Source: an optimization exercise on an open RTL-to-GDS flow (aim: small area, a short achievable clock period and few clock cycles per item). Production flows keep margins and buffers that such runs may drop. Where RTL was checked, it was by simulation tests only, not by an equivalence proof against the original. Function not checked in run 2: the RTL went through the layout flow alone.

`design/flow/run.sh`:
```
#!/bin/bash
# synth_recipe.tcl (not shown) runs the flow's synth.tcl, then flattens the netlist and writes it again
# the make line also repeats each setting of config.mk as NAME=value (left out here)
make -C /OpenROAD-flow-scripts/flow DESIGN_CONFIG=/design/flow/config.mk WORK_HOME=/design/flow/orfs CLKGATE_MAP_FILE= SYNTH_SCRIPT=/design/flow/synth_recipe.tcl finish
```
`design/flow/config.mk`:
```
export PLATFORM = sky130hd
export DESIGN_NAME = multipli
export DESIGN_NICKNAME = multipli
export VERILOG_FILES = /design/flow/design.v
export SDC_FILE = /design/flow/constraint.sdc
export NUM_CORES = 4
export LEC_CHECK = 0
export CAP_MARGIN = 20
export CORE_MARGIN = 2
export CORE_UTILIZATION = 40
export SLEW_MARGIN = 20
```
`design/flow/constraint.sdc`:
```
create_clock -name core_clock -period 5.0 [get_ports {CLOCK}]
set_input_delay 1.0000 -clock core_clock [delete_from_list [all_inputs] [get_ports {CLOCK}]]
set_output_delay 1.0000 -clock core_clock [all_outputs]
set_load 0.01 [all_outputs]
```
`design/flow/design.v`:
```
module multipli
#(parameter int N = 32)
(
	input  logic                        CLOCK,
	input  logic                        RESET,     
	input  logic                        START,
	input  logic signed [N-1:0]         A,B,
	output logic signed [2*N-1:0]       S,
	output logic                        END_MULT
);
typedef enum logic [2:0] { idle, init, op, shift, notify } var_states;
var_states state;
logic signed [N+1:0]  ACCU;      
logic signed [N-1:0]  LO,M;      
logic                      X;		  
logic [$clog2(N+2)-1:0] COUNT;   
logic [2:0] q;                        
assign q = {LO[1:0], X};              
logic signed [N+1:0] Mext;
assign Mext = M; 
always_ff @(posedge CLOCK or negedge RESET) begin
    if (!RESET) begin
        state    <= idle;
        END_MULT <= 1'b0;
        ACCU     <= '0;
        LO       <= '0;
        M        <= '0;
        X        <= 1'b0;
        COUNT    <= '0;
    end else begin
        unique case (state)
            idle: begin
                END_MULT <= 1'b0;
                if (START) state <= init;
            end
            init: begin
                ACCU  <= '0;
                LO    <= $signed(A);      
                M     <= $signed(B);       
                X     <= 1'b0;
                COUNT <= '0;
                state <= op;
            end
            op: begin
                unique case (q)
                    3'b000, 3'b111: ACCU <= ACCU;                 
                    3'b001, 3'b010: ACCU <= ACCU + Mext;         
                    3'b011:         ACCU <= ACCU + (Mext <<< 1);  
                    3'b100:         ACCU <= ACCU - (Mext <<< 1);   
                    3'b101, 3'b110: ACCU <= ACCU - Mext;         
                    default:        ACCU <= ACCU;
                endcase
                COUNT <= COUNT + 2;
                state <= shift;
            end
            shift: begin
				{ACCU, LO, X} <= $signed({ACCU, LO, X}) >>> 2;                     
                if (COUNT >= N)
                    state <= notify;
                else
                    state <= op;
            end
            notify: begin
                END_MULT <= 1'b1;                   
                if (!START) state <= idle;
            end
            default: state <= idle;
        endcase
    end
end
assign S = {ACCU[N-1:0], LO};
endmodule
```
==> results.toml, run 1 <==
[floorplanning]
initial_utilization_pct = 40.6
chipWidth_um = 158
io_pins = 132
rows = 56
dieArea_mm2 = 0.0250
die_h_um = 158
core_mm2 = 0.0234

[logic_synthesis]
syn_area_per_cell_um2 = 8.34
synthesis.nets = 1277
yosysTopAreaCell = "dfrtp_1"
synth_top_area_share_pct = 28.4
ys_warn_count = 1
async_flop_share_pct = 100
synth_cell_type_count = 66
ys_seq_area_share_pct = 28.4
synth.most_common_cell = "nand2_1"
yosys-top-cells-count = "nand2_1, o21ai_0, dfrtp_1"
synth-main-ff-cell = "dfrtp_1"
synth_cells = 1141
synth_edf_count = 0
synth_area_leaders = "dfrtp_1, ha_1, xnor2_1"
synth_area_mm2 = 0.00951
ys_ff_latch = 108

[detailed_routing]
drt_pass1_iterations = 6
ant_nets = 0
routed_wl_um = 29500
drtIter0Drc = 657
num_vias = 8805
drc = 0
via_per_inst = 5.66
wl_per_cell_um = 19.0

[critical_path]
cp_top_family = "compound AO/OA/AOI/OAI gates"
path_cells = "or3_1 > or4_4 > or3_4 > nor4_4 > nor3b_2 > buf_4 > nor2_1 > xnor2_1 > ha_1 > a21o_1 > a21o_1 > a2111oi_2 > a21oi_2 > a221oi_2 > o21ai_0 > xnor2_1 > a222oi_1 > o21ai_0"
cp-end-kind = "flop"
slowest_delay_ns = 0.44
crit_path_start_kind = "flop"
worst-path-max-fanout = 4
worstSetupPathType = "flop to flop"
cp.required_ns = 5.25
critPathSlowestCell = "or4_4"
critPathArrivalTime_ns = 4.99
cp_num_buf_inv = 1

[final_layout]
syn_to_final_growth_pct = 20.7
nets = 1368
fin_cells = 1556
drive_above_1_share_pct = 9.05
n_antenna_cell = 0

[clock_network]
worstSkewPairLatency_ns = 0.38
tritoncts = "done"
clk_pin_slew_ns = 0.09
cts_buffers = 9
htreeDepth = 3
cts.sinks = 108
cts_root_buf = "clkbuf_16"
cts_buffer_depth = 2
postCtsSetupBuffers = 0

[grt]
grt_pass1_vias = 8615
grt_antenna_before_repair = 0
grt_overflow = 0
grtUsageTotal_pct = 24.1
grt_max_degree = 45
grt_pass1_wl_um = 46600

[timing]
fin_tns_setup_ns = 0
max_freq_mhz = 211
drv_slew = 0
period_needed_ns = 4.74
fin_crit_sh_pct = 94.7
slew_headroom_pct = 30.8
postLayoutSetupSlackWorst_ns = 0.265
fin_skew_ns = 0.0137
timing_hold_violations_final = 0
tightestPinTransition_ns = 1.04
setup_viol_count_final = 0

[place]
hpwl_um = 22400
io_buffer_count = 131
gp_congestion = 0.920
pre_cts_ws_ns = 0.0759
dp.cells = 1540

[run]
maxCapViolations = 0

[run_status]
status = "complete, no violations"

[worst_hold_path]
min-delay-path-class = "flop to flop"
layout by cell type, fill, tap and decap left out, drive strengths merged, types with 9 or more instances in the layout:
cell	synthesis	layout
o21a	10	10
dfrtp	108	108
a221oi	10	10
clkdlybuf4s50	0	130
nand4	10	10
mux2	31	31
or3	11	11
a21o	36	36
xnor2	71	71
a22oi	12	12
buf	39	34
a21oi	76	76
nor2	95	95
and3	11	11
nand2	126	126
inv	23	26
nand3	22	22
o21ai	111	111
ha	67	67
nand2b	13	13
xor2	47	47
mux2i	36	36
clkbuf	45	9
nor3	21	21
logic make-up after synthesis:
group                      synth area share [%]
xor gates and xnor gates                   10.9
muxes                                      7.46
DFF                                        28.4
buffers and inverters                      5.56
AOI/OAI and AO/OA                          22.1
and+or+nand+nor                            16.3
adders and majority gates                  9.23
registers in the layout, summed over array words and instances, names as in the netlist:
name	cells
END_MULT	1
ACCU	34
M	32
COUNT	5
state	3
X	1
LO	32
per-layer routing:
metal	vias to the layer above	share of wire (%)	global-route usage, %
li1	4271	-	-
met4	0	1.2	6.01
met5	-	0	0
met2	322	45	37.9
met1	4180	47	34.3
met3	32	6.8	4.24
through the flow:
step	util, %	hold slack, ns	instance area, um^2
global placement	47.2	0.464	11000
detailed placement	47.2	0.464	11000
floorplan	-	0.438	9510
finish	49.1	0.477	11500
CTS	48.7	0.474	11400
global route	49.1	0.496	11500
worst paths after layout:
| check | end | start | depth (start not counted) | slack [ns] |
|---|---|---|---|---|
| worst max register to register | ACCU[28]$_DFFE_PN0P_ | M[1]$_DFFE_PN0P_ | 18 | 0.26 |
| worst min-delay path | COUNT[4]$_DFFE_PN0N_ | COUNT[4]$_DFFE_PN0N_ | 1 | 0.48 |
| min in group asynchronous | LO[24]$_DFFE_PN0P_ | RESET | 1 | 0.58 |
| worst max-delay path | ACCU[28]$_DFFE_PN0P_ | M[1]$_DFFE_PN0P_ | 18 | 0.26 |
| worst min register to register | COUNT[4]$_DFFE_PN0N_ | COUNT[4]$_DFFE_PN0N_ | 1 | 0.48 |
| max in group asynchronous | ACCU[15]$_DFFE_PN0P_ | RESET | 2 | 3.40 |
cell type report:
| class | instances | area [um^2] |
|---|---|---|
| clock buffer | 9 | 225 |
| multi-input combinational | 926 | 6380 |
| fill | 2339 | 11900 |
| tap | 319 | 399 |
| inverter | 23 | 86.3 |
| timing repair buffer | 164 | 1560 |
| sequential | 108 | 2700 |
| clock inverter | 7 | 133 |
what timing repair did:
item | 4_1_cts | 5_1_grt
endpoints found under the setup margin | 0 | 11
gates resized for setup | 0 | 16
hold buffers | 0 | 0
Testbench counts, summed over its fixed seeds: cycles 59,184, items 1,600.
==> inputs of run 2 (changes only) <==
==> design/flow/design.v (replaced) <==
module multipli
#(parameter int N = 32)
(
	input  logic                        CLOCK,
	input  logic                        RESET,
	input  logic                        START,
	input  logic signed [N-1:0]         A,B,
	output logic signed [2*N-1:0]       S,
	output logic                        END_MULT
);
localparam int D  = 2;           
localparam int R  = 2*D;         
localparam int K  = N/R;         
localparam int CW = (K > 1) ? $clog2(K) : 1;
localparam int W  = N + R;       
logic [CW-1:0]  COUNT;
logic [N-1:0]   ACC, LO;
logic           go, first, last;
assign go    = START & ~END_MULT;
assign first = (COUNT == '0);
assign last  = (COUNT == CW'(K-1));
logic [N:0]     Ax;
logic [R:0]     abits;
assign Ax    = {A, 1'b0};
assign abits = Ax[R*COUNT +: R+1];
logic [W-1:0] pp [D];
logic [D-1:0] neg;
always_comb begin
    for (int i = 0; i < D; i++) begin
        logic [2:0] q;
        logic       s1, s2;
        logic [N:0] m;
        q      = abits[2*i +: 3];
        s1     = q[0] ^ q[1];
        s2     = (q == 3'b011) | (q == 3'b100);
        neg[i] = q[2] & ~(q[1] & q[0]);
        m      = ({N+1{s1}} & {B[N-1], B}) | ({N+1{s2}} & {B, 1'b0});
        m      = m ^ {N+1{neg[i]}};
        pp[i]  = W'($signed(m)) << (2*i);
    end
end
logic [W-1:0] accx, negs, T;
always_comb begin
    accx = first ? '0 : W'($signed(ACC));
    negs = '0;
    for (int i = 0; i < D; i++) negs[2*i] = neg[i];
    T = accx + negs;
    for (int i = 0; i < D; i++) T = T + pp[i];
end
always_ff @(posedge CLOCK or negedge RESET) begin
    if (!RESET) begin
        END_MULT <= 1'b0;
        COUNT    <= '0;
    end else begin
        if (go) begin
            COUNT    <= last ? '0 : COUNT + 1'b1;
            END_MULT <= last;
        end else if (!START) begin
            END_MULT <= 1'b0;
        end
    end
end
always_ff @(posedge CLOCK) begin
    if (!END_MULT) begin
        ACC <= T[W-1:R];
        LO  <= {T[R-1:0], LO[N-1:R]};
    end
end
assign S = {ACC, LO};
endmodule
==> run 2 against run 1 <==
- highest routed layer unchanged
- worst setup slack worse by 0.62 ns
- fmax is 12% lower
- register-to-register slack worse by 0.46 ns
- core utilization is 19 points higher
- the layout now fails its checks (negative setup slack)
- critical endpoint is now ACC[26]$_DFFE_PN_
- non-clock buffer count is 167 higher
- synthesized area is 24% lower
- cell area is 5.3% higher
- die area is 24% lower
==> results.toml, run 2 <==
[final_layout]
fin_cells = 1227
syn_to_final_growth_pct = 67.4
drive_above_1_share_pct = 47.1
post-route-util_pct = 67.8
fin_area_mm2 = 0.0121
n_antenna_cell = 0
final_common_cell = "buf_4"
reg_top3 = "ACC: 32 flops, LO: 32 flops, COUNT: 3 flops"
nets = 1169
layout_common_cells = "buf_4, clkdlybuf4s50_1, edfxtp_1"

[timing]
drv_slew = 0
slew_headroom_pct = 56.8
tightestPinTransition_ns = 0.648
fin_crit_sh_pct = 107
fin_skew_ns = 0.00839
postLayoutSetupSlackWorst_ns = -0.359
rsz0062_at_grt = "yes"
hold_slack_ns = 0.448
timing_hold_violations_final = 0
fin_tns_setup_ns = -4.88
setup_viol_count_final = 25
max_freq_mhz = 187
period_needed_ns = 5.36

[logic_synthesis]
yosys-top-cells-count = "xnor2_1, ha_1, edfxtp_1"
ys_ff_latch = 68
ys_warn_count = 2
syn_area_per_cell_um2 = 10.5
synth_cells = 688
synth_cell_type_count = 57
yosysTopAreaCell = "edfxtp_1"
synthesis.nets = 864
synth_area_mm2 = 0.00722
synth_area_leaders = "edfxtp_1, ha_1, xnor2_1"
synth_top_area_share_pct = 26.6
synth.most_common_cell = "xnor2_1"
async_flop_share_pct = 5.88
synth-main-ff-cell = "edfxtp_1"
ys_seq_area_share_pct = 28.0
synth_edf_count = 64

[clock_network]
worstSkewPairLatency_ns = 0.35
cts.sinks = 68
clk_pin_slew_ns = 0.06
cts_buffers = 9
htreeDepth = 3
cts_buffer_depth = 2
cts_hold_buf = 0
cts_root_buf = "clkbuf_16"
tritoncts = "done"

[critical_path]
crit_path_start_kind = "primary input"
cp.required_ns = 5.10
critPathArrivalTime_ns = 5.46
worst-path-max-fanout = 13
worstSetupPathType = "primary input to flop"
startpoint = "A[12]"
crit_end = "ACC[26]$_DFFE_PN_"
reg2reg_to = "ACC[26]$_DFFE_PN_"
reg2regPathDepth = 18
cp-end-kind = "flop"
r2r_setup_slack_ns = -0.20
r2r_start = "COUNT[0]$_DFFE_PN0P_"

[detailed_routing]
ant_nets = 0
drtIter0Drc = 372
drt_pass1_iterations = 5
routed_wl_um = 24700
via_per_inst = 5.52
wl_per_cell_um = 20.2
drc = 0
num_vias = 6769

[grt]
grt_pass1_wl_um = 38300
grtUsageTotal_pct = 25.1
grt_pass1_vias = 7226
grt_antenna_before_repair = 0
grt_overflow = 0
grt_max_degree = 47

[worst_hold_path]
min-delay-path-class = "flop to flop"

[run]
maxCapViolations = 0

[floorplanning]
io_pins = 132
core_mm2 = 0.0178
rows = 49
die_h_um = 138
initial_utilization_pct = 40.5
dieArea_mm2 = 0.0191
chipWidth_um = 138

[place]
dpl_cell_area_mm2 = 0.0102
gp_congestion = 0.888
hpwl_um = 17400
dp.cells = 1168
io_buffer_count = 131

[run_status]
failed_checks = "negative setup slack"
status = "finished with violations"
run 2: cell types whose count changed after synthesis, sizes merged, moves of 33 or more:
cell and delta:
nor2 -68, a21oi -42, edfxtp +64, dfrtp -104, xor2 -36, fa +33, nand2 -87, a22oi +51
o21ai -84
run 2: cells by family after synthesis:
kind of cell	after synthesis	synth area share (%)
compound gates	177	18.6
simple gates	162	11.7
fa+ha+maj	109	22.5
xor+xnor	93	11.3
flops	68	28.0
buf+inv	60	3.85
mux	19	4.04
run 2: final cells by class:
cell class / instances / area (um^2)
fill: 1277 / 5750
timing repair buffer: 331 / 3020
tap: 229 / 287
clock inverter: 7 / 81.3
clock buffer: 9 / 225
inverter: 23 / 86.3
sequential: 68 / 2020
multi-input combinational: 560 / 6370
run 2: repair_timing:
| action | in CTS | in global routing |
|---|---|---|
| resized for setup | 242 | 79 |
| pin swaps | 111 | 42 |
| hold endpoints to repair | 0 | 0 |
| gates cloned | 2 | 0 |
| setup endpoints to repair | 30 | 29 |
| setup buffers | 31 | 18 |
run 2: worst min path at each step:
| stage | from | end | slack [ns] | cells past startpoint |
|---|---|---|---|---|
| floorplan | LO[4]$_DFFE_PN_ | LO[0]$_DFFE_PN_ | 0.50 | 0 |
| global placement | LO[24]$_DFFE_PN_ | LO[20]$_DFFE_PN_ | 0.43 | 0 |
| detailed placement | LO[13]$_DFFE_PN_ | LO[9]$_DFFE_PN_ | 0.43 | 0 |
| CTS | LO[10]$_DFFE_PN_ | LO[6]$_DFFE_PN_ | 0.45 | 0 |
| global route | LO[27]$_DFFE_PN_ | LO[23]$_DFFE_PN_ | 0.46 | 0 |
| finish | LO[10]$_DFFE_PN_ | LO[6]$_DFFE_PN_ | 0.45 | 0 |
run 2: metrics by stage:
stage / setup WS [ns]
2_1_floorplan: -0.358
3_3_place_gp: -1.09
3_5_place_dp: -1.16
4_1_cts: -0.290
5_1_grt: -0.528
6_report: -0.359
run 2: per-layer routing:
metal	track usage (%)	wire, um	vias to the layer above
li1	-	-	3160
met1	31.7	10400	3368
met2	43.4	12600	189
met3	4.16	1050	52
met4	8.86	659	0
met5	0	0	-
run 2: critical path, stage by stage:
cell	delay, ns
buf_6	0.09
mux4_2	0.47
mux2i_2	0.20
inv_1	0.07
ha_2	0.19
mux2_4	0.30
buf_4	0.15
buf_12	0.15
a22oi_2	0.25
xnor2_4	0.11
fa_1	0.58
ha_4	0.23
ha_4	0.27
nand4_1	0.22
nor4_4	0.37
o211ai_1	0.20
a31oi_2	0.36
a221oi_2	0.11
xnor2_1	0.14

## static timing again, ports no longer ideal
In the flow no input, the clock included, has a driving cell. The finished layouts below were timed again as built, in two steps.
Step 1 (the two cells are an assumption about what drives the block):
set clk [get_ports {CLOCK}]
set_driving_cell -lib_cell sky130_fd_sc_hd__clkbuf_16 $clk
set_driving_cell -lib_cell sky130_fd_sc_hd__buf_2 [delete_from_list [all_inputs] $clk]
Step 2 also shifts input and output timing later by t, the mid clock arrival at the registers, as if the neighbouring blocks saw the same clock.
Three values: ideal, step 1, step 2; two values: the first two.
run | t, ns | setup WS [ns] | latest minus earliest clock arrival (ns) | pins driven straight from the clock port
run 1 | 0.418 | 0.265 / 0.265 / 0.265 | 0.015 / 0.015 | 1
run 2 | 0.395 | -0.359 / -0.342 / -0.737 | 0.009 / 0.010 | 1
For run 2, which loses most, drivers alone change the setup slack by +0.017 ns; drivers and shift together by -0.378 ns.
